Background: an optimization exercise with open tools, aiming at a short achievable clock period and few clock cycles per item. Do not read the settings as production practice.
Only simulation tests tie the RTL to the original design; equivalence was not proved.
Power and IR drop assume default switching activity.

## R
==> flow/design.v (excerpt) <==
module top_cpu#(
  parameter ADDR_WIDTH       = 32,
  parameter DATA_WIDTH       = 32
)(
  input                   clk,
  input                   rst,
  output [ADDR_WIDTH-1:0] imem_addr,
  input  [DATA_WIDTH-1:0] imem_rdata,
  output [ADDR_WIDTH-1:0] dmem_addr,
  output                  dmem_re,
  output                  dmem_we,
  output [DATA_WIDTH-1:0] dmem_wdata,
  input  [DATA_WIDTH-1:0] dmem_rdata,
  output                  retire_valid,
  output [ADDR_WIDTH-1:0] retire_pc,
  output                  retire_rd_we,
  output [4:0]            retire_rd,
  output [DATA_WIDTH-1:0] retire_rd_wdata
);
export LEC_CHECK = 0
export CAP_MARGIN = 20
export CORE_MARGIN = 2
export CORE_UTILIZATION = 40
export CTS_CLUSTER_DIAMETER = 60
export CTS_CLUSTER_SIZE = 20
export SLEW_MARGIN = 20
export SYNTH_HIERARCHICAL = 1
export SYNTH_MINIMUM_KEEP_SIZE = 0
create_clock -name core_clock -period 12.0 [get_ports {clk}]
standard.sh (not shown) runs the stock make flow with config.mk's settings and CLKGATE_MAP_FILE= SYNTH_SCRIPT=/design/flow/synth_recipe.tcl, a recipe that flattens the netlist after the stock synthesis.
==> flow/flow/run.sh <==
#!/bin/bash
# The standard layout, with timing repair aimed well below the clock period:
# SETUP_SLACK_MARGIN asks repair_timing for that much slack at the design's
# 12 ns clock, so the achieved period is pushed toward 12 - margin.
set -euo pipefail
bash standard.sh SETUP_SLACK_MARGIN=8.5 finish > standard_make.log 2>&1
R completed end to end with timing, DRC and antenna clean.
Testbench counts of R, summed over its fixed seeds: cycles 24,956, instrs 24,000.
#### Input delta (S over R)
--- a/flow/design.v
+++ b/flow/design.v
@@ -252,19 +252,18 @@
   register_array u_rd2 (.regs(rf_flat), .sel(rs2_f), .q(rf2_f));
   wire        m1_f  = wr_m & (rd_m == rs1_f);
   wire        m2_f  = wr_m & (rd_m == rs2_f);
   wire [31:0] r1_f, r2_f, b_f;
   mux u_r1 (.input1(rf1_f), .sel(~m1_f), .input2({32{m1_f}} & wd_x), .out_data(r1_f));
   mux u_r2 (.input1(rf2_f), .sel(~m2_f), .input2({32{m2_f}} & wd_x), .out_data(r2_f));
   mux u_b  (.input1(rf2_f), .sel(~use_imm_f & ~m2_f),
             .input2(use_imm_f ? imm_f : ({32{m2_f}} & wd_x)), .out_data(b_f));
   wire stall_f = ld_e & wr_e & ((rs1_f == rd_e) | (use_rs2_f & (rs2_f == rd_e)));
-  reg  rp_f;                               
   wire alu_any = is_r_f | is_i_f;
   wire f_add  = (alu_any & f3_f == 3'b000 & ~(is_r_f & f7_f)) | is_ld_f | is_st_f;
   wire f_sub  = is_r_f & f3_f == 3'b000 & f7_f;
   wire f_sll  = alu_any & f3_f == 3'b001;
   wire f_slt  = alu_any & f3_f == 3'b010;
   wire f_sltu = alu_any & f3_f == 3'b011;
   wire f_xor  = alu_any & f3_f == 3'b100;
   wire f_srl  = alu_any & f3_f == 3'b101 & ~f7_f;
   wire f_sra  = alu_any & f3_f == 3'b101 & f7_f;
@@ -299,27 +298,26 @@
   wire [31:0] tgt_x;
   alu_control u_tgt (.pc(pc_e), .offset(offb_e), .target(tgt_x));
   wire [31:0] alt_x = pred_e ? pcp4_e : tgt_x;
   branch_check u_br (.br(br_e), .fa(fa_m_e), .fb(fb_m_e),
                      .t_eq(bq_eq_e), .t_lt(bq_lt_e), .t_ltu(bq_ltu_e), .inv(bq_inv_e),
                      .eq_ab(eq_ab), .lt_ab(lt_ab), .ltu_ab(ltu_ab),
                      .eq_mb(eq_mb), .lt_mb(lt_mb), .ltu_mb(ltu_mb),
                      .eq_am(eq_am), .lt_am(lt_am), .ltu_am(ltu_am),
                      .eq(eq_x), .lt(lt_x), .ltu(ltu_x), .mis(mis_e));
-  wire        tsel_f  = ~rst & ~rp_f & pred_f;
-  wire [31:0] nother_f = rst ? 32'd0 : rp_f ? pc_e : pcp4_f;
+  wire        tsel_f  = ~rst & ~stall_f & pred_f;
+  wire [31:0] nother_f = rst ? 32'd0 : stall_f ? pc_f : pcp4_f;
   wire [31:0] npc0_f, npc_f;
   mux u_npc (.input1(tgt_f), .sel(tsel_f), .input2({32{~tsel_f}} & nother_f), .out_data(npc0_f));
   mux u_mis (.input1(alt_x), .sel(mis_e & ~rst), .input2({32{~mis_e | rst}} & npc0_f), .out_data(npc_f));
-  wire go_f = ~stall_f & ~mis_e & ~rp_f;   
+  wire go_f = ~stall_f & ~mis_e;           
   always @(posedge clk) begin
     pc_f <= npc_f;
-    rp_f <= ~rst & stall_f;
     v_e  <= ~rst & go_f;
     wr_e <= ~rst & go_f & wr_f;
     ld_e <= ~rst & go_f & is_ld_f;
     st_e <= ~rst & go_f & is_st_f;
     br_e <= ~rst & go_f & is_br_f;
     pc_e <= pc_f;
     rd_e <= rd_f;
     f3_e <= f3_f;
     a_e  <= r1_f;
--- outcome ---
- S finished every step from synthesis to the final layout, and the layout passed the timing, design-rule and antenna checks.
- Detailed-routed wire length on met3 (S over R): decrease, 7.3%
- Cell depth of the worst setup path, S and R: lower on R
- The sequential share of layout area of S exceeds that of R by 0.16 points.
- Compared with R, power consumption in S increased slightly.
- S vs R — relative contribution of combinational cells to total power dropped 0.4 points.
- S: achievable frequency lower than R
Testbench counts of S, summed over its fixed seeds: cycles 24,810, instrs 24,000.

==> re-timing with driven ports <==
No port has a modelled driver above. Below, the same layouts with a new extraction and two added sets of constraints. Step 1 (the two cells are an assumption about what drives the block):
set clk [get_ports {clk}]
set_driving_cell -lib_cell sky130_fd_sc_hd__clkbuf_16 $clk
set_driving_cell -lib_cell sky130_fd_sc_hd__buf_2 [delete_from_list [all_inputs] $clk]
Step 2 times the ports against the registers' clock, not the clock port: input delays grow and output delays shrink by t, the midpoint of the rising clock arrivals with the driver on. a / b / c = ideal ports / drivers / drivers and shift; a / b = the first two.
run	shift t [ns]	setup slack, ns	worst data-port slew with drivers (ns)	cell pins on the clock port's net
R	0.928	8.144 / 7.981 / 7.053	0.41	1
S	0.938	8.035 / 7.748 / 6.810	0.43	1
After both steps setup and hold are still met in every run listed. For S, which loses most, drivers alone change the setup slack by -0.287 ns; drivers and shift together by -1.225 ns.
